This is an optimization exercise on Yosys and OpenROAD, whose aim is small area and a short achievable clock period, not a production implementation.
Function was checked by simulation only, so behaviour that the tests miss may differ from the original.
No driver is modelled on the clock port, so clocking that relies on it looks cheaper here than on a real chip.
Power figures rest on the tool's default switching activity, not on a simulated workload.

==> design.v <==
module arb_rr(input clk, rst_n, input [7:0] request, input [63:0] tgt,
   output reg [7:0] grant, output reg [7:0] push);
reg [2:0] token_cs;
reg       granted_r;
reg [7:0] grant_ns;
reg [2:0] token_ns;
reg       grant_ro;
reg [2:0] idx;
reg [7:0] push_ns;
integer k;
always @* begin
   grant_ns = 8'b0;
   grant_ro = 1'b0;
   token_ns = token_cs;
   idx      = 3'd0;
   for(k = 7; k >= 0; k = k - 1) begin
      idx = token_cs + k[2:0];
      if(request[idx]) begin
         grant_ns      = 8'b0;
         grant_ns[idx] = 1'b1;
         token_ns      = idx;
         grant_ro      = 1'b1;
      end
   end
   if(!grant_ro && granted_r)
      token_ns = token_cs + 3'd1;
   push_ns = 8'b0;
   for(k = 0; k < 8; k = k + 1)
      if(grant_ns[k])
         push_ns = push_ns | tgt[k*8 +: 8];
end
always @(posedge clk, negedge rst_n)
   if(!rst_n) begin
      token_cs  <= 3'd0;
      granted_r <= 1'b0;
      grant     <= 8'b0;
      push      <= 8'b0;
   end
   else begin
      token_cs  <= token_ns;
      granted_r <= grant_ro;
      grant     <= grant_ns;
      push      <= push_ns;
   end
endmodule
module fifo(output full, empty, ready, output reg [6:0] head, tail,
   output reg [7:0] cnt, output do_push_o, do_pop_o, output reg pushed_last,
   output slot_next,
   output [127:0] tap,
   input [31:0] wdata, input [3:0] wgrp,
   input push, pop, reset_n, clock);
parameter WIDTH = 32;
parameter DEPTH = 128;
wire do_pop  = pop && !empty;
wire do_push = push && !full;
assign do_push_o = do_push;
assign do_pop_o = do_pop;
assign full = cnt[7];
assign empty = (cnt == 0);
assign ready = !empty;
reg [4:0] hd;
assign slot_next = (hd == 5'd1);
always @(posedge clock, negedge reset_n) begin
   if(!reset_n) begin
      head <= 0;
      tail <= 0;
      cnt <= 0;
      hd <= 0;
      pushed_last <= 0;
   end
   else begin
      pushed_last <= do_push;
      hd <= do_push ? hd : hd - 5'd1;
      if(do_pop)
         tail <= tail + 1;
      if(do_push)
         head <= head + 1;
      if(do_push && !do_pop)
         cnt <= cnt + 1;
      else if(do_pop && !do_push)
         cnt <= cnt - 1;
   end
end
genvar g;
generate for(g = 0; g < 4; g = g + 1) begin: grp
   reg [32*32-1:0] sr;
   always @(posedge clock)
      sr <= {sr[31*32-1:0], wgrp[g] ? wdata : sr[32*32-1:31*32]};
   assign tap[g*32 +: 32] = sr[31:0];
end
endgenerate
endmodule
module portin(input clock, reset_n, frame_n, valid_n, di, granted,
   input push_ok,            
   input [6:0] slot,         
   input slot_now,           
   input [4:0] ph,           
   output reg [7:0] tgt,     
   output vld,
   output [31:0] gdata,      
   output [31:0] d0, d1,     
   output act0, act1,        
   output [2:0] tj0, tj1,    
   output [1:0] tg0, tg1);   
reg [2:0] cnta;
reg [3:0] inc_addr;
reg [31:0] b0, b1;
reg rb, pb, vld_r;
reg [1:0] pend, actr;
reg [6:0] ts0, ts1;
reg [2:0] j0, j1;
assign vld = vld_r && !granted;
assign gdata = pb ? b1 : b0;
assign d0 = b0;
assign d1 = b1;
assign act0 = actr[0];
assign act1 = actr[1];
assign tj0 = j0;
assign tj1 = j1;
assign tg0 = ts0[6:5];
assign tg1 = ts1[6:5];
wire [2:0] tenc = {|tgt[7:4], tgt[7] | tgt[6] | tgt[3] | tgt[2],
                   tgt[7] | tgt[5] | tgt[3] | tgt[1]};
always @(posedge clock)
   if(reset_n && frame_n && !valid_n)
      tgt <= inc_addr[3] ? 8'd0 : (8'd1 << inc_addr[2:0]);
always @(posedge clock) begin
   if(!valid_n && !rb) b0 <= {di, b0[31:1]};
   if(!valid_n &&  rb) b1 <= {di, b1[31:1]};
end
always @(posedge clock, negedge reset_n)
   if(!reset_n) begin
      cnta <= 0;
      inc_addr <= 0;
      rb <= 0;
      pb <= 0;
      vld_r <= 0;
   end
   else begin
      if(!frame_n && valid_n) begin
         if(!cnta[2]) begin
            inc_addr[cnta[1:0]] <= di;
            cnta <= cnta + 1;
         end
      end
      else if(frame_n && !valid_n) begin
         vld_r <= 1;
         cnta <= 0;
         pb <= rb;
         rb <= !rb;
      end
      if(granted)
         vld_r <= 0;
   end
wire set0 = granted && push_ok && !pb;
wire set1 = granted && push_ok &&  pb;
always @(posedge clock, negedge reset_n)
   if(!reset_n) begin
      pend <= 2'b00;
      actr <= 2'b00;
   end
   else begin
      pend[0] <= set0 || (pend[0] && !actr[0]);
      pend[1] <= set1 || (pend[1] && !actr[1]);
      actr[0] <= set0 ? slot_now : (pend[0] && !actr[0] && ts0[4:0] == ph + 5'd1);
      actr[1] <= set1 ? slot_now : (pend[1] && !actr[1] && ts1[4:0] == ph + 5'd1);
   end
always @(posedge clock) begin
   if(set0) begin ts0 <= slot; j0 <= tenc; end
   if(set1) begin ts1 <= slot; j1 <= tenc; end
end
endmodule
module portout(input [31:0] gdata, input [127:0] tap,
   input [7:0] cnt, input [6:0] tail, input do_push, do_pop, pushed_last,
   input rdy, clock, reset_n, output reg frameo_n, valido_n, dout, pop);
reg [5:0] count;
reg  state;
reg  cb;
reg  par;
reg [4:0] dt;      
reg [31:0] bk0, bk1;
parameter WAIT = 1'b0, READ_PAYLOAD = 1'b1;
wire first = (state == READ_PAYLOAD) && (count == 6'd0);
wire c0 = (cnt == 8'd0);
wire c1 = (cnt == 8'd1);
wire c2 = (cnt == 8'd2);
wire ex = first ? !(c0 || c1 || (c2 && pushed_last)) : !(c0 || (c1 && pushed_last));
wire ser = ex && (first ? (dt == 5'd30) : (dt == 5'd31));
wire [6:0] nsl = first ? tail + 7'd1 : tail;
wire [31:0] sdata = tap[nsl[6:5]*32 +: 32];
wire [31:0] cdata = par ? gdata : sdata;
wire [31:0] sbank = cb ? bk0 : bk1;
always @(posedge clock) begin
   if((par || ser) && !cb) bk0 <= cdata;
   if((par || ser) &&  cb) bk1 <= cdata;
end
always @(posedge clock, negedge reset_n)
   if(!reset_n) begin
      par <= 1'b0;
      dt <= 5'd0;
   end
   else begin
      par <= do_push && (first ? c1 : c0);
      dt <= do_pop ? dt : dt - 5'd1;
   end
always @(posedge clock, negedge reset_n)
begin
   if(!reset_n) begin
      dout <= 0;
      frameo_n <= 1;
      valido_n <= 1;
      pop <= 0;
      count <= 0;
      cb <= 0;
      state <= WAIT;
   end
   else
      case(state)
      WAIT:
         if(rdy) begin
            pop <= 1;
            cb <= !cb;
            state <= READ_PAYLOAD;
         end
         else begin
            pop <= 0;
            dout <= 0;
            frameo_n <= 1;
            valido_n <= 1;
            count <= 0;
            state <= WAIT;
         end
      READ_PAYLOAD:
         if(count <= 31) begin
            pop <= 0;
            dout <= sbank[count[4:0]];
            count <= count + 1;
            frameo_n <= 0;
            valido_n <= 0;
            state <= READ_PAYLOAD;
         end
         else begin
            pop <= 0;
            dout <= 0;
            count <= 0;
            frameo_n <= 1;
            valido_n <= 1;
            state <= WAIT;
         end
      endcase
end
endmodule
module switch_fabric(input [255:0] din, input [7:0] grant, output [31:0] gbus,
   input [511:0] sdata, input [15:0] act, input [47:0] tj, input [31:0] tg,
   output reg [255:0] wdata, output reg [31:0] wgrp);
reg [31:0] gp;
integer i, j, g;
always @* begin
   gp = 32'h0;
   for(i = 0; i < 8; i = i + 1)
      if(grant[i])
         gp = gp | din[i*32 +: 32];
end
assign gbus = gp;
always @* begin
   wdata = 256'h0;
   wgrp = 32'h0;
   for(j = 0; j < 8; j = j + 1)
      for(i = 0; i < 16; i = i + 1)
         if(act[i] && tj[i*3 +: 3] == j) begin
            wdata[j*32 +: 32] = wdata[j*32 +: 32] | sdata[i*32 +: 32];
            for(g = 0; g < 4; g = g + 1)
               if(tg[i*2 +: 2] == g)
                  wgrp[j*4 + g] = 1'b1;
         end
end
endmodule
module router(input clock,  reset_n, input [7:0]frame_n, valid_n, di,
   output [7:0] dout, valido_n, frameo_n);
reg [4:0] ph;
always @(posedge clock, negedge reset_n)
   if(!reset_n) ph <= 5'd0;
   else ph <= ph + 5'd1;
wire [255:0] gdata_from_portin;
wire [63:0] tgt_from_portin;
wire [7:0] vld_from_portin;
wire [511:0] sdata;
wire [15:0] act;
wire [47:0] tj;
wire [31:0] tg;
wire [7:0] grant_from_arbiter, push_from_arbiter;
wire [31:0] gbus;
wire [255:0] wdata;
wire [31:0] wgrp;
wire [7:0] ready_from_fifo, full_from_fifo, do_push, do_pop, pushed_last, slot_next;
wire [6:0] head [7:0];
wire [6:0] tail [7:0];
wire [7:0] cnt [7:0];
wire [127:0] tap [7:0];
wire [7:0] pop_from_portout;
reg [6:0] gslot;
reg gnow;
integer q;
always @* begin
   gslot = 7'd0;
   gnow = 1'b0;
   for(q = 0; q < 8; q = q + 1)
      if(push_from_arbiter[q]) begin
         gslot = gslot | head[q];
         gnow = gnow | slot_next[q];
      end
end
wire push_ok = |do_push;
reg [31:0] gbus_r;
always @(posedge clock) gbus_r <= gbus;
arb_rr arbiter(.clk(clock), .rst_n(reset_n), .request(vld_from_portin),
   .tgt(tgt_from_portin), .grant(grant_from_arbiter), .push(push_from_arbiter));
switch_fabric switch_fabric(.din(gdata_from_portin), .grant(grant_from_arbiter), .gbus(gbus),
   .sdata(sdata), .act(act), .tj(tj), .tg(tg), .wdata(wdata), .wgrp(wgrp));
genvar i;
generate for(i=0;i<8;i=i+1) begin: inst
   portin portin(.clock(clock), .reset_n(reset_n), .frame_n(frame_n[i]),
      .valid_n(valid_n[i]), .di(di[i]), .granted(grant_from_arbiter[i]),
      .push_ok(push_ok), .slot(gslot), .slot_now(gnow), .ph(ph),
      .tgt(tgt_from_portin[i*8 +: 8]), .vld(vld_from_portin[i]),
      .gdata(gdata_from_portin[i*32 +: 32]),
      .d0(sdata[(2*i)*32 +: 32]), .d1(sdata[(2*i+1)*32 +: 32]),
      .act0(act[2*i]), .act1(act[2*i+1]),
      .tj0(tj[(2*i)*3 +: 3]), .tj1(tj[(2*i+1)*3 +: 3]),
      .tg0(tg[(2*i)*2 +: 2]), .tg1(tg[(2*i+1)*2 +: 2]));
   fifo fifo(.clock(clock), .reset_n(reset_n),
      .push(push_from_arbiter[i]), .pop(pop_from_portout[i]),
      .full(full_from_fifo[i]), .empty(), .ready(ready_from_fifo[i]),
      .head(head[i]), .tail(tail[i]), .cnt(cnt[i]),
      .do_push_o(do_push[i]), .do_pop_o(do_pop[i]), .pushed_last(pushed_last[i]),
      .slot_next(slot_next[i]),
      .tap(tap[i]), .wdata(wdata[i*32 +: 32]), .wgrp(wgrp[i*4 +: 4]));
   portout portout(.gdata(gbus_r), .tap(tap[i]), .cnt(cnt[i]), .tail(tail[i]),
      .do_push(do_push[i]), .do_pop(do_pop[i]), .pushed_last(pushed_last[i]),
      .rdy(ready_from_fifo[i]),
      .clock(clock), .reset_n(reset_n), .frameo_n(frameo_n[i]),
      .valido_n(valido_n[i]), .dout(dout[i]), .pop(pop_from_portout[i]));
   end
endgenerate
endmodule
==> run.sh <==
#!/bin/bash
# synth_recipe.tcl (not shown) runs the flow's synth.tcl, then flattens the netlist and writes it again
# the make line also repeats each setting of config.mk as NAME=value (left out here)
make -C /OpenROAD-flow-scripts/flow DESIGN_CONFIG=/design/flow/config.mk WORK_HOME=/design/flow/orfs CLKGATE_MAP_FILE= SYNTH_SCRIPT=/design/flow/synth_recipe.tcl finish
==> config.mk <==
export PLATFORM = sky130hd
export DESIGN_NAME = router
export DESIGN_NICKNAME = router
export VERILOG_FILES = /design/flow/design.v
export SDC_FILE = /design/flow/constraint.sdc
export NUM_CORES = 8
export LEC_CHECK = 0
export CAP_MARGIN = 20
export CORE_MARGIN = 2
export CORE_UTILIZATION = 55
export CTS_CLUSTER_DIAMETER = 60
export CTS_CLUSTER_SIZE = 24
export SETUP_SLACK_MARGIN = 2.0
export SLEW_MARGIN = 20
==> constraint.sdc <==
create_clock -name core_clock -period 5.5 [get_ports {clock}]
set_input_delay 1.1000 -clock core_clock [delete_from_list [all_inputs] [get_ports {clock}]]
set_output_delay 1.1000 -clock core_clock [all_outputs]
set_load 0.01 [all_outputs]
==> summary.txt, run 1 <==
CTS root buf=clkbuf_16; initial core utilization=approximately 55%; post-route setup slack=about 1900 ps; number of distinct library cells after synthesis=between 90 and 100; detailed placement HPWL=around 1100 mm; Finished Core Util=61.2%; Max transition margin=roughly a tenth; Seq/Total Area, Yosys=about nine tenths; Iter 0 DRT Violations=roughly 30000; commonest cells in the netlist=dfxtp_1 (32800), nor2_1 (1718), edfxtp_1 (1248), clkbuf_1 (1182), a22oi_1 (1175); number of max-cap violations=0; worst slack, placed=1400 ps; critical setup path kind=reg2out; drt drc=0; PD cells=~540 nW/um^2; Syn Area/Cell=approximately 17 um^2; TritonCTS clock tree=yes; clock skew=185 ps; post-synth net total=between 40000 and 50000; count leader, synth=dfxtp_1; Die X=about 1.2 mm; # setup viols final=0; clk slew on worst S/H paths=roughly 90 ps; Final Cycle Share=approximately two thirds; R2R depth=9; Ys Warns=6; Peak supply drop=~0.43 mV; Leakage=338 nW; PortBufs=between 40 and 50; synthesis-stage register bit count=approximately 35000; CP Data Required Time=around 4400 ps; RSZ-0062 raised after global routing=yes; routability cong.=roughly 1; Core ar.=around 1400000 um^2; largest net degree at the start of global routing=approximately 110; Synth async-reset ratio=under 10%; filler cell count=between 100k and 150k; crit start category=register; layout cells sized above 1=10.3%; Post-Syn Area=around 780000 um^2; Overall Global Routing Usage=between 20% and 30%; Post-Synth Adder-Cell Area=less than 1%; Most used DFF post-synth=dfxtp_1; Slew @ Worst Pin=1350 ps; crit path DAT=roughly 2500 ps; WL/cell=about 27 um; die area=around 1400000 um^2; total power draw=roughly 470 mW; DR pass1 iterations=10; Synth Instances=about 45000; Fmax=approximately 0.27 GHz; routed wire length=approximately 1800 mm; top cells by area, synth=dfxtp_1 (84%), edfxtp_1 (4.8%), dfrtp_1 (1.6%); top-area cell type share of the netlist area=84.4%; grt total ovfl=0; H-tree depth=7; first-pass GRT wire length=between 2000 and 2500 mm; Final Critical Period=between 3000 and 4000 ps; vias in the first global route=~320k; DRT antenna net count=0; Post-Synth Simple-Gate Area=under 10%; CTS Buf Count=between 1500 and 2000; critical path endpoint category=primary output; Synth area leader=dfxtp_1; IO Pins=50; nets=46695; HP Class=in2async; Clock Sinks=34545; EDFF count, synth=~1200; largest family of logic cells by synthesized area=compound AO/OA/AOI/OAI gates; status=finished clean; Compound-Gate Fraction of Synth Area=3.53%; mux contribution to synthesized area=around 2.1%; Worst-Skew Late Latency=roughly 1600 ps; row count=436; Via density=between 4 and 5; Slew Viols, Final=0; Vias=approximately 330k; Synth Area in XOR/XNOR=less than 1%; Die Ht=~1.2 mm; Fin Setup TNS=0 ps; endpoints failing hold=0; crit-path max FO=3; Layout Area Growth over Synthesis=11.0%; CTS max path bufs=6; initial antenna violation count=around 290
## worst max-delay path, cell delays in order (launching register included)
cell and delay [ps]:
dfstp_4 800, buf_6 150, buf_6 90
## registers in the layout, summed over array words and instances (netlist names), 16 cells and up
name / flops
inst.fifo.grp.sr: 32768
inst.portin.b0: 256
inst.portin.b1: 256
inst.portout.bk0: 256
inst.portout.bk1: 256
inst.fifo.cnt: 64
inst.portin.tgt: 64
inst.fifo.head: 56
inst.fifo.tail: 56
inst.portin.ts0: 56
inst.portin.ts1: 56
inst.portout.count: 48
inst.fifo.hd: 40
inst.portout.dt: 40
gbus_r: 32
inst.portin.inc_addr: 32
inst.portin.cnta: 24
inst.portin.j0: 24
inst.portin.j1: 24
inst.portin.actr: 16
inst.portin.pend: 16
## area by class of cell
class	instances	area (um^2)	area share (%)
Clock inverter	481	6280	0.727
Sequential cell	34545	707000	81.9
Inverter	176	677	0.0784
Clock buffer	2168	48600	5.63
Multi-Input combinational cell	9003	67400	7.80
Antenna cell	308	771	0.0893
Timing Repair inverter	1	6.26	0.000725
Tap cell	18834	23600	2.73
Timing Repair Buffer	946	9400	1.09
## final timing paths
path	start	endpoint	slack, ps
worst max-delay path	inst[5].portout.valido_n	frameo_n[5]	1860
worst min-delay path	reset_n	arbiter.token_cs[1]	150
worst max register to register	inst[4].portin.j1[1]	inst[5].fifo.grp[0].sr[24]	1860
worst min register to register	inst[4].fifo.grp[3].sr[904]	inst[4].fifo.grp[3].sr[936]	230
max in group asynchronous	reset_n	inst[6].portout.dout	3720
min in group core_clock	inst[4].fifo.grp[3].sr[904]	inst[4].fifo.grp[3].sr[936]	230
## per-layer routing
layer	GRT usage (%)	share of wire [%]
met1	33.3	44
met2	34.4	41
met3	7.75	8.4
met4	13.3	6.5
met5	0.774	0.084
## power breakdown
part           switching, mW  total, mW  internal (mW)
clock network           75.9        142           66.5
logic                   22.3       33.6           11.3
registers               15.1        294            279
## cells in the final DEF, fill, tap and decap left out, types with 144 or more instances in the layout
master and instances:
buf_4 706, clkbuf_16 1857, o22ai_1 195, xnor2_1 144, nor2_2 225, mux2_2 531
mux4_2 434, clkbuf_1 210, nand2b_1 149, nor2_1 1408, a22o_1 566, xor2_1 192
dfxtp_1 32768, dfrtp_1 473, inv_1 152, ha_1 157, nand2_1 431, a21oi_1 1116
a22oi_1 1175, diode_2 308, a221oi_1 549, nand4_1 167, nand3_1 667, buf_12 148
edfxtp_1 1248
## logic make-up (layout without fill, tap and decap cells)
| logic type | after synthesis | in the layout |
|---|---|---|
| buf+inv | 1626 | 3772 |
| simple gates | 3585 | 3585 |
| fa+ha+maj | 165 | 165 |
| compound gates | 3892 | 3892 |
| flops | 34545 | 34545 |
| mux | 1004 | 1004 |
| xor+xnor | 357 | 357 |
| other cells | 0 | 308 |
## timing repair
item / 4_1_cts / 5_1_grt
endpoints found under the setup margin: 512 / 438
hold buffers: 1 / 0
gates resized for setup: 165 / 109
pin swaps: 20 / 33
buffers inserted: 50 / 45
gates cloned: 2 / 4
hold endpoints to repair: 53 / 0
## through the flow
| stage | cells | hold slack, ps | instance area [um^2] |
|---|---|---|---|
| 3_5_place_dp | 63399 | 312 | 806000 |
| 3_3_place_gp | 63390 | 309 | 806000 |
| 5_1_grt | 66267 | 172 | 863000 |
| 2_1_floorplan | 45174 | 310 | 778000 |
| 6_report | 66462 | 151 | 863000 |
| 4_1_cts | 66101 | 207 | 862000 |
==> run 2: changes to the inputs <==
--- a/design.v
+++ b/design.v
@@ -3,26 +3,15 @@
 reg [2:0] token_cs;
 reg       granted_r;
-reg [7:0] grant_ns;
-reg [2:0] token_ns;
-reg       grant_ro;
-reg [2:0] idx;
 reg [7:0] push_ns;
 integer k;
+wire [7:0] hi = request & (8'hff << token_cs);
+wire [7:0] hi_first = hi & ~(hi - 8'd1);
+wire [7:0] all_first = request & ~(request - 8'd1);
+wire grant_ro = |request;
+wire [7:0] grant_ns = (|hi) ? hi_first : all_first;
+wire [2:0] gidx = {|grant_ns[7:4], grant_ns[7] | grant_ns[6] | grant_ns[3] | grant_ns[2],
+                   grant_ns[7] | grant_ns[5] | grant_ns[3] | grant_ns[1]};
+wire [2:0] token_ns = grant_ro ? gidx : (granted_r ? token_cs + 3'd1 : token_cs);
 always @* begin
-   grant_ns = 8'b0;
-   grant_ro = 1'b0;
-   token_ns = token_cs;
-   idx      = 3'd0;
-   for(k = 7; k >= 0; k = k - 1) begin
-      idx = token_cs + k[2:0];
-      if(request[idx]) begin
-         grant_ns      = 8'b0;
-         grant_ns[idx] = 1'b1;
-         token_ns      = idx;
-         grant_ro      = 1'b1;
-      end
-   end
-   if(!grant_ro && granted_r)
-      token_ns = token_cs + 3'd1;
    push_ns = 8'b0;
    for(k = 0; k < 8; k = k + 1)
@@ -44,5 +33,5 @@
    end
 endmodule
-module fifo(output full, empty, ready, output reg [6:0] head, tail,
+module fifo(output full, empty, ready, output reg [6:0] head, tail, tail1,
    output reg [7:0] cnt, output do_push_o, do_pop_o, output reg pushed_last,
    output slot_next,
@@ -65,4 +54,5 @@
       head <= 0;
       tail <= 0;
+      tail1 <= 1;
       cnt <= 0;
       hd <= 0;
@@ -72,6 +62,8 @@
       pushed_last <= do_push;
       hd <= do_push ? hd : hd - 5'd1;
-      if(do_pop)
-         tail <= tail + 1;
+      if(do_pop) begin
+         tail <= tail1;
+         tail1 <= tail1 + 1;
+      end
       if(do_push)
          head <= head + 1;
@@ -172,6 +164,9 @@
 endmodule
 module portout(input [31:0] gdata, input [127:0] tap,
-   input [7:0] cnt, input [6:0] tail, input do_push, do_pop, pushed_last,
-   input rdy, clock, reset_n, output reg frameo_n, valido_n, dout, pop);
+   input [7:0] cnt, input [6:0] tail, tail1, input do_push, do_pop, pushed_last,
+   input rdy, clock, reset_n, output frameo_n, valido_n, output reg dout, pop);
+reg snd;
+assign frameo_n = !snd;
+assign valido_n = !snd;
 reg [5:0] count;
 reg  state;
@@ -187,5 +182,5 @@
 wire ex = first ? !(c0 || c1 || (c2 && pushed_last)) : !(c0 || (c1 && pushed_last));
 wire ser = ex && (first ? (dt == 5'd30) : (dt == 5'd31));
-wire [6:0] nsl = first ? tail + 7'd1 : tail;
+wire [6:0] nsl = first ? tail1 : tail;
 wire [31:0] sdata = tap[nsl[6:5]*32 +: 32];
 wire [31:0] cdata = par ? gdata : sdata;
@@ -208,6 +203,5 @@
    if(!reset_n) begin
       dout <= 0;
-      frameo_n <= 1;
-      valido_n <= 1;
+      snd <= 0;
       pop <= 0;
       count <= 0;
@@ -226,6 +220,5 @@
             pop <= 0;
             dout <= 0;
-            frameo_n <= 1;
-            valido_n <= 1;
+            snd <= 0;
             count <= 0;
             state <= WAIT;
@@ -236,6 +229,5 @@
             dout <= sbank[count[4:0]];
             count <= count + 1;
-            frameo_n <= 0;
-            valido_n <= 0;
+            snd <= 1;
             state <= READ_PAYLOAD;
          end
@@ -244,6 +236,5 @@
             dout <= 0;
             count <= 0;
-            frameo_n <= 1;
-            valido_n <= 1;
+            snd <= 0;
             state <= WAIT;
          end
@@ -296,4 +287,5 @@
 wire [6:0] head [7:0];
 wire [6:0] tail [7:0];
+wire [6:0] tail1 [7:0];
 wire [7:0] cnt [7:0];
 wire [127:0] tap [7:0];
@@ -332,9 +324,9 @@
       .push(push_from_arbiter[i]), .pop(pop_from_portout[i]),
       .full(full_from_fifo[i]), .empty(), .ready(ready_from_fifo[i]),
-      .head(head[i]), .tail(tail[i]), .cnt(cnt[i]),
+      .head(head[i]), .tail(tail[i]), .tail1(tail1[i]), .cnt(cnt[i]),
       .do_push_o(do_push[i]), .do_pop_o(do_pop[i]), .pushed_last(pushed_last[i]),
       .slot_next(slot_next[i]),
       .tap(tap[i]), .wdata(wdata[i*32 +: 32]), .wgrp(wgrp[i*4 +: 4]));
-   portout portout(.gdata(gbus_r), .tap(tap[i]), .cnt(cnt[i]), .tail(tail[i]),
+   portout portout(.gdata(gbus_r), .tap(tap[i]), .cnt(cnt[i]), .tail(tail[i]), .tail1(tail1[i]),
       .do_push(do_push[i]), .do_pop(do_pop[i]), .pushed_last(pushed_last[i]),
       .rdy(ready_from_fifo[i]),
==> flow/run.sh (new file) <==
#!/bin/bash
set -euo pipefail
sed -e 's|^make \(.*\) "\${@:-finish}"$|make \1 MATCH_CELL_FOOTPRINT=0 "${@:-finish}"|' \
   standard.sh > own_standard.sh
grep -q 'MATCH_CELL_FOOTPRINT=0 ' own_standard.sh
bash standard.sh synth > synth.log 2>&1
export BUFFER_PORTS_ARGS="-buffer_cell sky130_fd_sc_hd__buf_4"
bash own_standard.sh floorplan > floorplan.log 2>&1
bash own_standard.sh place > place.log 2>&1
bash own_standard.sh cts > cts.log 2>&1
bash own_standard.sh route > route.log 2>&1
bash own_standard.sh finish > finish.log 2>&1
test -f out/final.def
==> standard.sh (new file) <==
#!/bin/bash
# synth_recipe.tcl (not shown) runs the flow's synth.tcl, then flattens the netlist and writes it again
# the make line also repeats each setting of config.mk as NAME=value (left out here)
make -C /OpenROAD-flow-scripts/flow DESIGN_CONFIG=/design/flow/config.mk WORK_HOME=/design/flow/orfs CLKGATE_MAP_FILE= SYNTH_SCRIPT=/design/flow/synth_recipe.tcl "${@:-finish}"
--- a/config.mk
+++ b/config.mk
@@ -6,9 +6,9 @@
 export NUM_CORES = 8
 export LEC_CHECK = 0
-export CAP_MARGIN = 20
+export CAP_MARGIN = 25
 export CORE_MARGIN = 2
-export CORE_UTILIZATION = 55
+export CORE_UTILIZATION = 58
 export CTS_CLUSTER_DIAMETER = 60
 export CTS_CLUSTER_SIZE = 24
-export SETUP_SLACK_MARGIN = 2.0
-export SLEW_MARGIN = 20
+export SETUP_SLACK_MARGIN = 2.5
+export SLEW_MARGIN = 25
removed: run.sh
==> summary.txt, run 2 <==
Clock Sinks=~35000; TritonCTS clock tree=yes; endpoints failing hold=0; Via density=roughly 5.1; WL/cell=26.9 um; CTS root buf=clkbuf_16; crit path DAT=between 2000 and 2500 ps; Top delay family on crit path=flip-flops; DR pass1 iterations=11; vias in the first global route=roughly 330k; Post-Synth Simple-Gate Area=2.99%; detailed placement HPWL=1100 mm; top cells by area, synth=dfxtp_1 (84%), edfxtp_1 (4.8%), dfrtp_1 (1.6%); Buf/Inv on CP=2; CTS Buf Count=roughly 1800; Top reg by flops=inst.fifo.grp.sr; # setup viols final=0; Final Critical Period=around 3300 ps; EDFF count, synth=about 1200; grt total ovfl=0; count leader, synth=dfxtp_1; Peak supply drop=~0.39 mV; status=finished clean; IO Pins=50; Seq/Total Area, Yosys=90.5%; row count=roughly 430; CP Data Required Time=about 4400 ps; commonest cells in the netlist=dfxtp_1 (32800), nor2_1 (1538), a22oi_1 (1445), edfxtp_1 (1248), nand2_1 (1177); Most used DFF post-synth=dfxtp_1; clock skew=between 150 and 200 ps; Post-Synth Adder-Cell Area=less than 1%; layout cells sized above 1=9.89%; largest family of logic cells by synthesized area=compound AO/OA/AOI/OAI gates; leading cell type in the layout, fill and taps excluded=dfxtp_1; number of distinct library cells after synthesis=103; number of flip-flops in the largest register=between 30000 and 40000; Layout Area Growth over Synthesis=11.2%; routed wire length=between 1500 and 2000 mm; PortBufs=49; most frequent cells in the layout=dfxtp_1 (32768), clkbuf_16 (1834), a22oi_1 (1445); H-tree depth=7; CP peak stage delay=a little over 600 ps; DRT antenna net count=0; Post-Syn Area=781000 um^2; Worst-Skew Late Latency=between 1000 and 1500 ps; routability cong.=between 0.9 and 1; post-synth net total=46735; number of max-cap violations=0; Core ar.=1340000 um^2; HP Class=in2reg; CP Cell Sequence=inv_4 -> buf_6; worst hold slack=around 94 ps; clk slew on worst S/H paths=90 ps; crit start category=register; Max transition margin=15.1%; critical path endpoint category=primary output; first-pass GRT wire length=between 2000 and 2500 mm; Final Cycle Share=60.0%; crit-path max FO=2; PD cells=518 nW/um^2; synthesis-stage register bit count=around 35000; Die X=around 1.2 mm; Compound-Gate Fraction of Synth Area=3.97%; Syn Area/Cell=roughly 17 um^2; initial antenna violation count=~290; top-area cell type share of the netlist area=84.1%; CTS max path bufs=6; Ys Warns=6; largest net degree at the start of global routing=97; Slew Viols, Final=0; critical setup path kind=reg2out; Iter 0 DRT Violations=32613; CP max stage cell=dfrtp_4; Slew @ Worst Pin=around 1300 ps; drt drc=0; Synth Instances=between 40000 and 50000; Fin Setup TNS=0 ps; RSZ-0062 raised after global routing=yes; Die Ht=1.16 mm; Synth async-reset ratio=under 10%; Leakage=roughly 340 nW; initial core utilization=approximately three fifths; mux contribution to synthesized area=less than 1%; Fmax=0.303 GHz; Overall Global Routing Usage=25.8%; die area=1360000 um^2; Synth Area in XOR/XNOR=less than 1%; Synth area leader=dfxtp_1; nets=a little under 50000; Vias=between 300k and 400k
run 2: cell types whose count changed after synthesis, moves of 255 or more:
| cell | previous run | this run |
|---|---|---|
| nand2_1 | 433 | 1177 |
| buf_2 | 15 | 388 |
| mux4_2 | 434 | 110 |
| a22oi_1 | 1175 | 1445 |
| a211oi_1 | 9 | 272 |
| o31ai_1 | 16 | 271 |
run 2: worst paths after layout:
| path | cells after the start | to | slack, ps | start |
|---|---|---|---|---|
| worst min-delay path | 1 | inst[6].portin.b0[31] | 90 | di[6] |
| max in group asynchronous | 4 | inst[3].portout.par | 3250 | reset_n |
| worst max-delay path | 2 | frameo_n[1] | 2200 | inst[1].portout.snd |
| worst max register to register | 8 | inst[4].fifo.grp[2].sr[4] | 2300 | inst[1].portin.actr[1] |
| worst min register to register | 0 | inst[5].fifo.grp[2].sr[513] | 220 | inst[5].fifo.grp[2].sr[481] |
| min in group asynchronous | 2 | inst[1].portin.inc_addr[0] | 540 | reset_n |
run 2: cell families after synthesis:
group                      count (synthesis)
DFF                                    34561
and+or+nand+nor                         4695
AOI/OAI and AO/OA                       4425
buffers and inverters                   1899
muxes                                    477
xor gates and xnor gates                 338
adders and majority gates                157
run 2: timing repair:
| action | CTS | global route |
|---|---|---|
| gates cloned | 33 | 10 |
| hold endpoints to repair | 59 | 0 |
| buffers inserted | 326 | 119 |
| pin swaps | 104 | 50 |
| hold buffers | 4 | 0 |
| resized for setup | 467 | 164 |
| setup endpoints to repair | 1804 | 1039 |
run 2: power breakdown:
| group | internal, mW | switching (mW) | leakage, nW |
|---|---|---|---|
| registers | 270 | 13.4 | 282 |
| clock network | 65.3 | 75.1 | 26.1 |
| logic | 8.18 | 17.6 | 30.3 |
| total | 344 | 106 | 339 |
run 2: final cells by class:
cell class	count	area [um^2]
inverter	181	736
multi-input combinational	10130	70800
clock inverter	405	5780
sequential	34561	707000
antenna	257	643
clock buffer	2096	47600
tap	17976	22500
timing repair buffer	1246	12800
fill	92914	476000
run 2: metrics by stage:
| stage | instance area, um^2 | power (mW) | worst slack [ps] | util [%] | cells |
|---|---|---|---|---|---|
| 5_1_grt | 868000 | 464 | 2150 | 64.6 | 66651 |
| 4_1_cts | 865000 | 452 | 2110 | 64.4 | 66464 |
| 3_5_place_dp | 805000 | 313 | 1050 | 59.9 | 63600 |
| 2_1_floorplan | 781000 | 293 | 2430 | - | 46552 |
| 6_report | 868000 | 450 | 2200 | 64.6 | 66852 |
| 3_3_place_gp | 805000 | 312 | 629 | 59.9 | 63573 |
run 2: metal layers:
| layer | up-vias | share of wire, % | global-route usage [%] |
|---|---|---|---|
| met2 | 14077 | 40 | 36.1 |
| met4 | 98 | 7.1 | 15.0 |
| li1 | 155144 | - | - |
| met1 | 166779 | 44 | 35.2 |
| met3 | 5465 | 8.9 | 8.50 |
| met5 | - | 0.11 | 0.917 |
==> run 3: changes to the inputs <==
--- a/design.v
+++ b/design.v
@@ -1,3 +1,3 @@
-module arb_rr(input clk, rst_n, input [7:0] request, input [63:0] tgt,
+module arb_rr(input clk, rst_n, input [7:0] request, input [31:0] addr,
    output reg [7:0] grant, output reg [7:0] push);
 reg [2:0] token_cs;
@@ -17,5 +17,5 @@
    for(k = 0; k < 8; k = k + 1)
       if(grant_ns[k])
-         push_ns = push_ns | tgt[k*8 +: 8];
+         push_ns = push_ns | (addr[k*4 + 3] ? 8'd0 : (8'd1 << addr[k*4 +: 3]));
 end
 always @(posedge clk, negedge rst_n)
@@ -33,5 +33,5 @@
    end
 endmodule
-module fifo(output full, empty, ready, output reg [6:0] head, tail, tail1,
+module fifo(output full, empty, ready, output reg [6:0] head, tail,
    output reg [7:0] cnt, output do_push_o, do_pop_o, output reg pushed_last,
    output slot_next,
@@ -54,5 +54,4 @@
       head <= 0;
       tail <= 0;
-      tail1 <= 1;
       cnt <= 0;
       hd <= 0;
@@ -62,8 +61,6 @@
       pushed_last <= do_push;
       hd <= do_push ? hd : hd - 5'd1;
-      if(do_pop) begin
-         tail <= tail1;
-         tail1 <= tail1 + 1;
-      end
+      if(do_pop)
+         tail <= tail + 1;
       if(do_push)
          head <= head + 1;
@@ -88,5 +85,5 @@
    input slot_now,           
    input [4:0] ph,           
-   output reg [7:0] tgt,     
+   output reg [3:0] addr,    
    output vld,
    output [31:0] gdata,      
@@ -112,9 +109,7 @@
 assign tg0 = ts0[6:5];
 assign tg1 = ts1[6:5];
-wire [2:0] tenc = {|tgt[7:4], tgt[7] | tgt[6] | tgt[3] | tgt[2],
-                   tgt[7] | tgt[5] | tgt[3] | tgt[1]};
 always @(posedge clock)
    if(reset_n && frame_n && !valid_n)
-      tgt <= inc_addr[3] ? 8'd0 : (8'd1 << inc_addr[2:0]);
+      addr <= inc_addr;
 always @(posedge clock) begin
    if(!valid_n && !rb) b0 <= {di, b0[31:1]};
@@ -159,10 +154,10 @@
    end
 always @(posedge clock) begin
-   if(set0) begin ts0 <= slot; j0 <= tenc; end
-   if(set1) begin ts1 <= slot; j1 <= tenc; end
+   if(set0) begin ts0 <= slot; j0 <= addr[2:0]; end
+   if(set1) begin ts1 <= slot; j1 <= addr[2:0]; end
 end
 endmodule
 module portout(input [31:0] gdata, input [127:0] tap,
-   input [7:0] cnt, input [6:0] tail, tail1, input do_push, do_pop, pushed_last,
+   input [7:0] cnt, input [6:0] tail, input do_push, do_pop, pushed_last,
    input rdy, clock, reset_n, output frameo_n, valido_n, output reg dout, pop);
 reg snd;
@@ -182,6 +177,6 @@
 wire ex = first ? !(c0 || c1 || (c2 && pushed_last)) : !(c0 || (c1 && pushed_last));
 wire ser = ex && (first ? (dt == 5'd30) : (dt == 5'd31));
-wire [6:0] nsl = first ? tail1 : tail;
-wire [31:0] sdata = tap[nsl[6:5]*32 +: 32];
+wire [1:0] ngrp = first ? tail[6:5] + {1'b0, &tail[4:0]} : tail[6:5];
+wire [31:0] sdata = tap[ngrp*32 +: 32];
 wire [31:0] cdata = par ? gdata : sdata;
 wire [31:0] sbank = cb ? bk0 : bk1;
@@ -274,5 +269,5 @@
    else ph <= ph + 5'd1;
 wire [255:0] gdata_from_portin;
-wire [63:0] tgt_from_portin;
+wire [31:0] addr_from_portin;
 wire [7:0] vld_from_portin;
 wire [511:0] sdata;
@@ -287,5 +282,4 @@
 wire [6:0] head [7:0];
 wire [6:0] tail [7:0];
-wire [6:0] tail1 [7:0];
 wire [7:0] cnt [7:0];
 wire [127:0] tap [7:0];
@@ -307,5 +301,5 @@
 always @(posedge clock) gbus_r <= gbus;
 arb_rr arbiter(.clk(clock), .rst_n(reset_n), .request(vld_from_portin),
-   .tgt(tgt_from_portin), .grant(grant_from_arbiter), .push(push_from_arbiter));
+   .addr(addr_from_portin), .grant(grant_from_arbiter), .push(push_from_arbiter));
 switch_fabric switch_fabric(.din(gdata_from_portin), .grant(grant_from_arbiter), .gbus(gbus),
    .sdata(sdata), .act(act), .tj(tj), .tg(tg), .wdata(wdata), .wgrp(wgrp));
@@ -315,5 +309,5 @@
       .valid_n(valid_n[i]), .di(di[i]), .granted(grant_from_arbiter[i]),
       .push_ok(push_ok), .slot(gslot), .slot_now(gnow), .ph(ph),
-      .tgt(tgt_from_portin[i*8 +: 8]), .vld(vld_from_portin[i]),
+      .addr(addr_from_portin[i*4 +: 4]), .vld(vld_from_portin[i]),
       .gdata(gdata_from_portin[i*32 +: 32]),
       .d0(sdata[(2*i)*32 +: 32]), .d1(sdata[(2*i+1)*32 +: 32]),
@@ -324,9 +318,9 @@
       .push(push_from_arbiter[i]), .pop(pop_from_portout[i]),
       .full(full_from_fifo[i]), .empty(), .ready(ready_from_fifo[i]),
-      .head(head[i]), .tail(tail[i]), .tail1(tail1[i]), .cnt(cnt[i]),
+      .head(head[i]), .tail(tail[i]), .cnt(cnt[i]),
       .do_push_o(do_push[i]), .do_pop_o(do_pop[i]), .pushed_last(pushed_last[i]),
       .slot_next(slot_next[i]),
       .tap(tap[i]), .wdata(wdata[i*32 +: 32]), .wgrp(wgrp[i*4 +: 4]));
-   portout portout(.gdata(gbus_r), .tap(tap[i]), .cnt(cnt[i]), .tail(tail[i]), .tail1(tail1[i]),
+   portout portout(.gdata(gbus_r), .tap(tap[i]), .cnt(cnt[i]), .tail(tail[i]),
       .do_push(do_push[i]), .do_pop(do_pop[i]), .pushed_last(pushed_last[i]),
       .rdy(ready_from_fifo[i]),
--- a/config.mk
+++ b/config.mk
@@ -9,6 +9,6 @@
 export CORE_MARGIN = 2
 export CORE_UTILIZATION = 58
-export CTS_CLUSTER_DIAMETER = 60
-export CTS_CLUSTER_SIZE = 24
+export CTS_CLUSTER_DIAMETER = 70
+export CTS_CLUSTER_SIZE = 28
 export SETUP_SLACK_MARGIN = 2.5
 export SLEW_MARGIN = 25
==> summary.txt, run 3 <==
PortBufs=49; met2 wire len=between 600 and 700 mm; largest net degree at the start of global routing=97; dpl cells=62014; routed wire length=roughly 1700 mm; IO Pins=50; Core ar.=roughly 1300000 um^2; number of max-cap violations=0; highest routed layer=met5; CTS root buf=clkbuf_16; most frequent cells in the layout=dfxtp_1 (32768), clkbuf_16 (1560), nor2_1 (1330); grt total ovfl=0; number of flip-flops in the largest register=~33000; status=finished clean; RSZ-0062 raised after global routing=yes; synthesis-stage register bit count=around 35000; HP Class=in2reg; worst slack, placed=approximately 1600 ps; Leakage=~330 nW; row count=roughly 420; fin cells=about 64000; post-synth net total=45216; Clock Sinks=~35000; Fmax=roughly 0.30 GHz; crit-path max FO=2; Seq/Total Area, Yosys=between 90 and 100%; clock skew=155 ps; # setup viols final=0; count leader, synth=dfxtp_1; Synth Instances=between 40000 and 50000; Layout Area Growth over Synthesis=9.41%; DR pass1 iterations=12; number of distinct library cells after synthesis=91; Ys Warns=6; Syn Area/Cell=~17 um^2; vias in the first global route=about 310k; Final Critical Period=roughly 3300 ps; crit start category=register; Synth area leader=dfxtp_1; Die Ht=approximately 1.2 mm; commonest cells in the netlist=dfxtp_1 (32800), nor2_1 (1659), edfxtp_1 (1216), a22oi_1 (1196), a21oi_1 (1093); die area=1350000 um^2; Iter 0 DRT Violations=around 31000; Fin Setup TNS=0 ps; DRT antenna net count=0; WL/cell=26.6 um; leading cell type in the layout, fill and taps excluded=dfxtp_1; Die X=around 1.2 mm; layout cells sized above 1=9.12%; routability cong.=around 1.0; PD cells=between 400 and 500 nW/um^2; critical setup path kind=reg2out; Most used DFF post-synth=dfxtp_1; nets=about 46000; critical path endpoint category=primary output; initial core utilization=slightly below 60%; Slew @ Worst Pin=1260 ps; detailed placement HPWL=1060 mm; Metal-1 WL=about 770 mm; Vias=approximately 330k; TritonCTS clock tree=yes; Synth async-reset ratio=~1.4%; Routed met3 length=154 mm; Peak supply drop=between 0.4 and 0.5 mV; Final Cycle Share=60.1%; Post-Syn Area=~780000 um^2; CP Data Required Time=around 4400 ps; Top reg by flops=inst.fifo.grp.sr; post-route setup slack=between 2000 and 2500 ps; H-tree depth=7; first-pass GRT wire length=about 2400 mm; Finished Core Util=between 60% and 70%; Via density=5.08; initial antenna violation count=approximately 290; CTS max path bufs=6; Max transition margin=16.0%; clk slew on worst S/H paths=approximately 110 ps; total power draw=roughly 420 mW; top-area cell type share of the netlist area=a little over four fifths; CTS Buf Count=1510; Slew Viols, Final=0; EDFF count, synth=1216; endpoints failing hold=0; drt drc=0; Overall Global Routing Usage=approximately a quarter; Worst-Skew Late Latency=between 1000 and 1500 ps; crit path DAT=about 2200 ps; top cells by area, synth=dfxtp_1 (85%), edfxtp_1 (4.7%), dfrtp_1 (1.6%)
## run 3: cell count changes after synthesis, sizes merged, moves of 122 or more
cell    before   now
buf        631   493
mux4       110   339
a211oi     272    16
nand2     1181   431
o31ai      271    18
a22oi     1445  1196
a221oi     432   577
and2       261    17
nand3      481   699
a22o       400   555
nor2      1540  1662
and3       282    35
mux2       283   498
## run 3: area by class of cell
type                    instances  area (um^2)
flip-flops and latches      34513       706000
fillers                     93069       485000
multi-input cells            8870        66100
clock buffers                1738        39500
well taps                   17679        22100
repair buffers               1047        11300
clock inverters               142         2270
diodes                        285          713
inverters                     175          712
repair inverters                1         7.51
## run 3: path summary, 6_finish.rpt
kind	start	end	slack, ps	depth (start not counted)
max in group asynchronous	reset_n	inst[6].portin.pend[1]	3690	4
setup / recovery	inst[3].portout.snd	valido_n[3]	2200	3
hold reg to reg	inst[1].fifo.grp[2].sr[156]	inst[1].fifo.grp[2].sr[188]	250	0
min in group asynchronous	reset_n	inst[7].portin.inc_addr[0]	420	2
hold / removal	valid_n[3]	inst[3].portin.b1[31]	240	2
setup reg to reg	inst[3].portin.ts0[6]	inst[2].fifo.grp[3].sr[21]	2360	8
## run 3: what timing repair did
action	CTS	global route
buffers inserted	137	105
cloned	4	13
hold buffers	9	0
setup endpoints to repair	1613	1098
hold endpoints to repair	57	0
resized for setup	290	164
pin swaps	60	40
## run 3: stage by stage
| stage | hold slack [ps] | cell area [um^2] |
|---|---|---|
| after detailed placement | 312 | 801000 |
| after floorplan | 310 | 776000 |
| after CTS | 123 | 846000 |
| after global placement | 309 | 800000 |
| final | 238 | 848000 |
| after global routing | 169 | 848000 |
## run 3: per-layer routing
metal | track usage [%] | vias to the layer above
met2 | 34.5 | 13079
met4 | 13.0 | 119
li1 | - | 148955
met3 | 8.47 | 5124
met5 | 1.87 | -
met1 | 34.4 | 159936
## run 3: power breakdown
group / switching [mW] / internal, mW
clock network: 71.0 / 52.1
registers: 9.84 / 261
logic: 14.8 / 6.76
## run 3: kinds of logic (layout without fill, tap and decap cells)
| group | Yosys count | after routing | synth area share [%] |
|---|---|---|---|
| buf+inv | 1634 | 3103 | 0.873 |
| flops | 34513 | 34513 | 91.0 |
| simple gates | 3498 | 3498 | 2.07 |
| compound gates | 3887 | 3887 | 3.53 |
| xor+xnor | 336 | 336 | 0.379 |
| other cells | 0 | 285 | 0 |
| mux | 976 | 976 | 1.89 |
| fa+ha+maj | 173 | 173 | 0.279 |
## run 3: critical path, stage by stage, from the launching register on
cell and delay, ps:
dfrtp_2 450, clkinvlp_4 120, buf_12 150, buf_6 130
==> run 4: changes to the inputs <==
--- a/design.v
+++ b/design.v
@@ -161,7 +161,10 @@
    input [7:0] cnt, input [6:0] tail, input do_push, do_pop, pushed_last,
    input rdy, clock, reset_n, output frameo_n, valido_n, output reg dout, pop);
-reg snd;
-assign frameo_n = !snd;
-assign valido_n = !snd;
+reg sndv, sndf;
+always @(posedge clock, negedge reset_n)
+   if(!reset_n) sndf <= 1'b0;
+   else sndf <= (state == READ_PAYLOAD) && (count != 6'd32);
+assign valido_n = !sndv;
+assign frameo_n = !sndf;
 reg [5:0] count;
 reg  state;
@@ -198,5 +201,5 @@
    if(!reset_n) begin
       dout <= 0;
-      snd <= 0;
+      sndv <= 0;
       pop <= 0;
       count <= 0;
@@ -208,4 +211,6 @@
       WAIT:
          if(rdy) begin
+            dout <= 0;
+            sndv <= 0;
             pop <= 1;
             cb <= !cb;
@@ -215,5 +220,5 @@
             pop <= 0;
             dout <= 0;
-            snd <= 0;
+            sndv <= 0;
             count <= 0;
             state <= WAIT;
@@ -224,5 +229,5 @@
             dout <= sbank[count[4:0]];
             count <= count + 1;
-            snd <= 1;
+            sndv <= 1;
             state <= READ_PAYLOAD;
          end
@@ -231,5 +236,5 @@
             dout <= 0;
             count <= 0;
-            snd <= 0;
+            sndv <= 0;
             state <= WAIT;
          end
--- a/flow/run.sh
+++ b/flow/run.sh
@@ -6,4 +6,6 @@
 bash standard.sh synth > synth.log 2>&1
 export BUFFER_PORTS_ARGS="-buffer_cell sky130_fd_sc_hd__buf_4"
+export PRE_CTS_TCL="$PWD/flow/pre_cts.tcl"
+export CTS_ARGS="-sink_clustering_enable -repair_clock_nets -sink_clustering_size 28 -sink_clustering_max_diameter 70 -dont_use_dummy_load"
 bash own_standard.sh floorplan > floorplan.log 2>&1
 bash own_standard.sh place > place.log 2>&1
==> flow/pre_cts.tcl (new file) <==
# Before clock tree synthesis: move each output port's buffer to the port,
# and the cells that drive it (an inverter, if any, and the register) next
# to the buffer, then legalize the placement. The clock tree is built after
# this, for the registers where they now are.
set block [ord::get_db_block]
proc drv_of {net} {
  if {$net == "" || $net == "NULL"} { return "" }
  foreach it [$net getITerms] {
    if {[$it isOutputSignal]} { return [$it getInst] }
  }
  return ""
}
proc in_net_of {inst} {
  foreach it [$inst getITerms] {
    if {[$it isInputSignal] && [$it getNet] != "NULL"} {
      set n [$it getNet]
      if {[$n getSigType] == "SIGNAL"} { return $n }
    }
  }
  return ""
}
set core [$block getCoreArea]
set cx0 [expr {[$core xMin] + 2000}]
set cy0 [expr {[$core yMin] + 2000}]
set cx1 [expr {[$core xMax] - 8000}]
set cy1 [expr {[$core yMax] - 4000}]
set moved 0
foreach bterm [$block getBTerms] {
  if {[$bterm getIoType] != "OUTPUT"} { continue }
  set buf [drv_of [$bterm getNet]]
  if {$buf == ""} { continue }
  set bb [$bterm getBBox]
  set x [expr {([$bb xMin] + [$bb xMax]) / 2}]
  set y [expr {([$bb yMin] + [$bb yMax]) / 2}]
  set x [expr {min(max($x, $cx0), $cx1)}]
  set y [expr {min(max($y, $cy0), $cy1)}]
  $buf setLocation $x $y
  incr moved
  set d [drv_of [in_net_of $buf]]
  # through an inverter or buffer to the register
  for {set k 0} {$k < 2 && $d != ""} {incr k} {
    if {[[$d getMaster] isSequential]} { break }
    $d setLocation $x $y
    incr moved
    set d [drv_of [in_net_of $d]]
  }
  if {$d != "" && [[$d getMaster] isSequential]} {
    $d setLocation $x $y
    incr moved
  }
}
puts "pre_cts: moved $moved cells to the output ports"
set_placement_padding -global \
  -left $::env(CELL_PAD_IN_SITES_DETAIL_PLACEMENT) \
  -right $::env(CELL_PAD_IN_SITES_DETAIL_PLACEMENT)
detailed_placement
check_placement
==> summary.txt, run 4 <==
status=finished clean; Layout Area Growth over Synthesis=8.99%; Die Ht=about 1.2 mm; crit start category=register; Compound-Gate Fraction of Synth Area=under 10%; first-pass GRT wire length=between 2000 and 2500 mm; CP max stage cell=and4bb_2; top cells by area, synth=dfxtp_1 (84%), edfxtp_1 (4.7%), dfrtp_1 (1.6%); Max transition margin=7.71%; Iter 0 DRT Violations=approximately 32000; Top reg by flops=inst.fifo.grp.sr; Fmax=around 0.31 GHz; Routed met3 length=159 mm; crit-path max FO=13; Ys Warns=6; Fin Setup TNS=0 ps; initial core utilization=58.1%; Synth Area in XOR/XNOR=0.382%; most frequent cells in the layout=dfxtp_1 (32768), clkbuf_16 (1523), nor2_1 (1311); Finished Core Util=63.3%; commonest cells in the netlist=dfxtp_1 (32800), nor2_1 (1458), edfxtp_1 (1216), a21oi_1 (1110), a221oi_1 (1061); Synth Instances=~45000; Vias=~330k; R2R depth=8; post-synth net total=between 40000 and 50000; row count=425; Final Cycle Share=just under 60%; Worst-Skew Late Latency=~1400 ps; Core ar.=1340000 um^2; largest net degree at the start of global routing=137; PD cells=a little under 500 nW/um^2; IO Pins=50; initial antenna violation count=a little under 300; critical setup path kind=reg2reg; cell count of the worst hold path=1; number of distinct library cells after synthesis=99; drt drc=0; nets=46558; synthesis-stage register bit count=approximately 35000; detailed placement HPWL=roughly 1100 mm; RSZ-0062 raised after global routing=yes; sink of the worst hold path=inst[6].portin.b1[31]; number of flip-flops in the largest register=between 30000 and 40000; Post-Synth Adder-Cell Area=0.278%; r2r startpoint=inst[3].portin.j0[1]; CTS Buf Count=around 1500; number of max-cap violations=0; Slew @ Worst Pin=between 1000 and 1500 ps; largest family of logic cells by synthesized area=compound AO/OA/AOI/OAI gates; filler cell count=approximately 94000; WL/cell=27.1 um; leading cell type in the layout, fill and taps excluded=dfxtp_1; Overall Global Routing Usage=25.1%; TritonCTS clock tree=yes; crit path DAT=between 4000 and 5000 ps; top-area cell type share of the netlist area=84.5%; EDFF count, synth=between 1000 and 1500; Via density=between 5 and 6; CP peak stage delay=approximately 700 ps; min-delay src=di[6]; reg2reg end=inst[4].fifo.grp[0].sr[23]; grt total ovfl=0; Synth area leader=dfxtp_1; routed wire length=1740 mm; layout cells sized above 1=8.00%; CP Data Required Time=approximately 6700 ps; Metal-1 WL=approximately 770 mm; Seq/Total Area, Yosys=roughly 91%; Clock Sinks=roughly 35000; Leakage=between 300 and 400 nW; Synth async-reset ratio=between 1 and 1.5%; Slew Viols, Final=0; PortBufs=49; clock skew=185 ps; Final Critical Period=roughly 3200 ps; vias in the first global route=between 300k and 400k; critical path endpoint category=register; DRT antenna net count=0; Peak supply drop=around 0.42 mV; met2 wire len=699 mm; clk slew on worst S/H paths=100 ps; highest routed layer=met5; Post-Synth Simple-Gate Area=2.28%; Syn Area/Cell=17.2 um^2; crit-path most repeated cell=buf_4; mux contribution to synthesized area=~1.5%; endpoints failing hold=0; count leader, synth=dfxtp_1; Die X=between 1 and 1.5 mm; DR pass1 iterations=17; Post-Syn Area=approximately 780000 um^2; routability cong.=slightly below 1; # setup viols final=0; CP Cell Sequence=buf_4 -> buf_4 -> and4bb_2 -> a22o_1 -> a221oi_1 -> nand3_1 -> nor2_2 -> a21oi_1; HP Class=in2reg; die area=around 1300000 um^2; Reg2Reg Setup Slack=about 2300 ps; Most used DFF post-synth=dfxtp_1
-- run 4: final cells by class --
| type | instances | area [um^2] | area share [%] |
|---|---|---|---|
| flip-flops and latches | 34521 | 706000 | 83.3 |
| diodes | 320 | 801 | 0.0945 |
| repair inverters | 1 | 5.00 | 0.000591 |
| multi-input cells | 9040 | 67800 | 8.01 |
| inverters | 175 | 737 | 0.0870 |
| well taps | 17720 | 22200 | 2.62 |
| clock buffers | 1505 | 37700 | 4.45 |
| repair buffers | 1115 | 12000 | 1.42 |
-- run 4: worst max-delay path by stage --
| stage | startpoint | to | slack [ps] | cells past startpoint |
|---|---|---|---|---|
| floorplan | inst[2].portout.count[0] | inst[2].portout.bk1[0] | 2490 | 9 |
| global placement | inst[5].fifo.cnt[7] | inst[5].fifo.cnt[7] | 990 | 8 |
| detailed placement | inst[5].portout.count[0] | inst[5].portout.bk0[30] | 1510 | 8 |
| CTS | inst[0].portout.sndf | frameo_n[0] | 2310 | 2 |
| global route | inst[0].portout.sndv | valido_n[0] | 2330 | 2 |
| finish | inst[3].portin.j0[1] | inst[4].fifo.grp[0].sr[23] | 2290 | 8 |
-- run 4: cell families (layout without fill, tap and decap cells) --
logic type | after synthesis | count (layout)
AOI/OAI and AO/OA | 4119 | 4119
xor gates and xnor gates | 339 | 339
adders and majority gates | 173 | 173
buffers and inverters | 1733 | 2796
DFF | 34521 | 34521
muxes | 971 | 971
other | 0 | 320
and+or+nand+nor | 3425 | 3438
-- run 4: stage by stage --
stage | hold WS [ps] | setup WS (ps) | area [um^2] | total power [mW] | cells
6_report | 128 | 2290 | 847000 | 407 | 64397
5_1_grt | 33.4 | 2330 | 847000 | 420 | 64141
4_1_cts | 28.8 | 2310 | 844000 | 409 | 63950
3_5_place_dp | 312 | 1510 | 802000 | 294 | 62121
3_3_place_gp | 309 | 992 | 801000 | 293 | 62099
2_1_floorplan | 310 | 2490 | 777000 | 279 | 45281
-- run 4: what timing repair did --
action	in CTS	in global routing
gates cloned	19	15
resized for setup	368	189
hold buffers	4	0
hold endpoints to repair	7	0
pin swaps	69	26
setup buffers	301	109
setup endpoints to repair	2145	1104
-- run 4: per-layer routing --
layer  GRT usage (%)  up-vias
met5            1.92        -
met4            12.8      100
met3            8.92     5509
met2            35.3    13881
met1            34.4   162276
li1                -   150177
-- run 4: where the power goes --
group / internal [mW] / switching, mW / total [mW]
clock: 49.0 / 67.9 / 117
sequential: 260 / 10.1 / 270
combinational: 6.35 / 13.6 / 20.0
total: 315 / 91.6 / 407
-- run 4: critical path: cells and delay by family (launching register included) --
kind | cells | cell delay (ps)
buffers and inverters | 2 | 470
and+or+nand+nor | 3 | 1440
AOI/OAI and AO/OA | 3 | 790
DFF | 1 | 340
==> run 5: changes to the inputs <==
--- a/flow/run.sh
+++ b/flow/run.sh
@@ -7,5 +7,5 @@
 export BUFFER_PORTS_ARGS="-buffer_cell sky130_fd_sc_hd__buf_4"
 export PRE_CTS_TCL="$PWD/flow/pre_cts.tcl"
-export CTS_ARGS="-sink_clustering_enable -repair_clock_nets -sink_clustering_size 28 -sink_clustering_max_diameter 70 -dont_use_dummy_load"
+export CTS_ARGS="-sink_clustering_enable -repair_clock_nets -sink_clustering_size 32 -sink_clustering_max_diameter 80 -dont_use_dummy_load"
 bash own_standard.sh floorplan > floorplan.log 2>&1
 bash own_standard.sh place > place.log 2>&1
--- a/config.mk
+++ b/config.mk
@@ -9,6 +9,6 @@
 export CORE_MARGIN = 2
 export CORE_UTILIZATION = 58
-export CTS_CLUSTER_DIAMETER = 70
-export CTS_CLUSTER_SIZE = 28
+export CTS_CLUSTER_DIAMETER = 80
+export CTS_CLUSTER_SIZE = 32
 export SETUP_SLACK_MARGIN = 2.5
 export SLEW_MARGIN = 25
==> summary.txt, run 5 <==
Clock Sinks=~35000; drt drc=0; clock skew=roughly 170 ps; Ys Warns=6; status=finished clean; synthesis-stage register bit count=34521; Finished Core Util=between 60% and 70%; Reg2Reg Setup Slack=approximately 2300 ps; WL/cell=around 27 um; Overall Global Routing Usage=25.1%; Via density=between 5 and 6; count leader, synth=dfxtp_1; Synth Instances=~45000; CP Data Required Time=roughly 6700 ps; TritonCTS clock tree=yes; Synth Area in XOR/XNOR=less than 1%; Post-Synth Adder-Cell Area=0.278%; vias in the first global route=around 310k; Post-Syn Area=~780000 um^2; PortBufs=slightly below 50; crit path DAT=4420 ps; critical setup path kind=reg2reg; first-pass GRT wire length=roughly 2400 mm; routability cong.=around 0.97; number of distinct library cells after synthesis=99; row count=about 430; die area=between 1000000 and 1500000 um^2; crit-path max FO=33; commonest cells in the netlist=dfxtp_1 (32800), nor2_1 (1458), edfxtp_1 (1216), a21oi_1 (1110), a221oi_1 (1061); Synth area leader=dfxtp_1; Slew Viols, Final=0; Core ar.=about 1300000 um^2; Slew @ Worst Pin=approximately 1300 ps; top cells by area, synth=dfxtp_1 (84%), edfxtp_1 (4.7%), dfrtp_1 (1.6%); Final Cycle Share=a little under 60%; reg2reg end=inst[3].fifo.grp[2].sr[6]; EDFF count, synth=1216; crit start category=register; top-area cell type share of the netlist area=84.5%; CP max stage cell=edfxtp_1; nets=approximately 46000; IO Pins=50; min-delay src=di[6]; CP peak stage delay=510 ps; crit-path most repeated cell=buf_4; Iter 0 DRT Violations=~31000; Post-Synth Simple-Gate Area=2.28%; largest net degree at the start of global routing=approximately 140; Worst-Skew Late Latency=roughly 1400 ps; most frequent cells in the layout=dfxtp_1 (32768), clkbuf_16 (1353), nor2_1 (1312); Fin Setup TNS=0 ps; leading cell type in the layout, fill and taps excluded=dfxtp_1; Max transition margin=14.5%; Syn Area/Cell=between 15 and 20 um^2; PD cells=around 480 nW/um^2; Final Critical Period=~3200 ps; Fmax=between 0.3 and 0.4 GHz; DRT antenna net count=0; detailed placement HPWL=about 1100 mm; Compound-Gate Fraction of Synth Area=roughly 3.9%; HP Class=in2reg; critical path endpoint category=register; Synth async-reset ratio=1.46%; CTS Buf Count=~1300; mux contribution to synthesized area=between 1 and 1.5%; Leakage=approximately 330 nW; routed wire length=roughly 1700 mm; number of flip-flops in the largest register=32768; post-synth net total=roughly 45000; DR pass1 iterations=17; endpoints failing hold=0; Vias=between 300k and 400k; initial core utilization=about three fifths; layout cells sized above 1=about 7.6%; initial antenna violation count=approximately 310; CP Cell Sequence=buf_4 -> nand2_1 -> nor3b_2 -> clkbuf_8 -> a22o_1 -> a221oi_1 -> and4_4 -> buf_4 -> a21oi_1; Most used DFF post-synth=dfxtp_1; r2r startpoint=inst[1].portin.j1[0]; Die X=1.16 mm; R2R depth=9; grt total ovfl=0; Die Ht=1.16 mm; largest family of logic cells by synthesized area=compound AO/OA/AOI/OAI gates; number of max-cap violations=0; sink of the worst hold path=inst[6].portin.b1[31]; Peak supply drop=~0.43 mV; Top reg by flops=inst.fifo.grp.sr; RSZ-0062 raised after global routing=yes; Layout Area Growth over Synthesis=8.41%; # setup viols final=0; Seq/Total Area, Yosys=between 90% and 100%; clk slew on worst S/H paths=between 100 and 150 ps; cell count of the worst hold path=1
==> run 5: cell counts after synthesis <==
No cell type changed its count.
==> run 5: report_power, final <==
group	internal [mW]	switching [mW]
sequential	260	10.1
combinational	6.40	13.7
clock	44.0	67.0
==> run 5: routing by layer <==
| layer | GRT usage, % | vias to the layer above | part of all wire (%) |
|---|---|---|---|
| met5 | 2.58 | - | 0.20 |
| met4 | 13.1 | 113 | 6.4 |
| met3 | 9.25 | 5309 | 9.2 |
| met2 | 35.1 | 13590 | 40 |
| met1 | 34.0 | 161134 | 44 |
| li1 | - | 149671 | - |
==> run 5: metrics by stage <==
stage	std cells	total power, mW	setup slack (ps)	cell area, um^2	hold WS (ps)
5_1_grt	63958	414	2340	842000	19.8
3_5_place_dp	62121	294	1510	802000	312
3_3_place_gp	62099	293	992	801000	309
2_1_floorplan	45281	279	2490	777000	310
6_report	64193	401	2310	843000	96.5
4_1_cts	63784	403	2350	840000	38.2
==> run 5: cell families after synthesis <==
kind of cell,after synthesis
XOR/XNOR,339
buffers and inverters,1733
AO/OA/AOI/OAI,4119
multiplexers,971
adder cells (fa/ha/maj),173
AND/OR/NAND/NOR,3425
flip-flops,34521
==> run 5: area by class of cell <==
type                    instances  area (um^2)
diodes                        321          803
clock buffers                1338        33500
fillers                     94735       495000
inverters                     175          756
multi-input cells            9039        67900
flip-flops and latches      34521       706000
well taps                   17720        22200
repair buffers               1077        11600
repair inverters                2         12.5
==> run 5: how the worst max path moves through the flow <==
stage                                   startpoint                         to  slack, ps  cells past startpoint
after floorplan           inst[2].portout.count[0]     inst[2].portout.bk1[0]       2490                      9
after global placement         inst[5].fifo.cnt[7]        inst[5].fifo.cnt[7]        990                      8
after detailed placement  inst[5].portout.count[0]    inst[5].portout.bk0[30]       1510                      8
after CTS                     inst[0].portout.sndf                frameo_n[0]       2350                      2
after global routing          inst[2].portout.sndv                valido_n[2]       2340                      2
final                         inst[1].portin.j1[0]  inst[3].fifo.grp[2].sr[6]       2310                      9
==> run 5: what timing repair did <==
action,4_1_cts,5_1_grt
pin swaps,68,24
endpoints found under the hold margin,7,0
resized for setup,378,198
hold buffers,4,0
cloned,22,8
buffers inserted,299,76
setup endpoints to repair,2141,1193
==> run 5: critical path: cells and delay by family, from the launching register on <==
family	cells	cell delay [ps]
compound gates	3	860
buf+inv	3	960
flops	1	510
simple gates	3	650

-- port drivers added, routing unchanged --
Ports are ideal in the flow. The routed layouts listed here were re-timed in OpenROAD. Step 1 assumes that a clkbuf_16 drives the clock port and a buf_2 every other input. Step 2 also shifts input and output timing later by t, the mid clock arrival at the registers, as if the neighbouring blocks saw the same clock. Slacks: ideal ports / drivers / drivers and shift; pairs: ideal ports / drivers.
run | t, ns | setup WS [ns] | hold slack, ns | slew at the worst register clock pin (ns)
run 1 | 1.575 | 1.862 / 1.739 / 1.628 | 0.151 / 0.053 / 0.226 | 0.09 / 0.09
run 2 | 1.511 | 2.201 / 2.008 / 1.741 | 0.094 / 0.015 / 0.217 | 0.10 / 0.10
run 3 | 1.485 | 2.195 / 2.020 / 1.966 | 0.238 / 0.173 / 0.255 | 0.11 / 0.11
run 4 | 1.506 | 2.292 / 2.266 / 1.775 | 0.128 / 0.025 / 0.232 | 0.11 / 0.11
run 5 | 1.500 | 2.313 / 2.275 / 1.763 | 0.096 / 0.013 / 0.255 | 0.12 / 0.12
After both steps every run listed still meets setup and hold. The setup slack of run 5, which loses most, moves by -0.038 ns with the drivers and by -0.550 ns with both steps. Setup slack includes reset recovery checks.
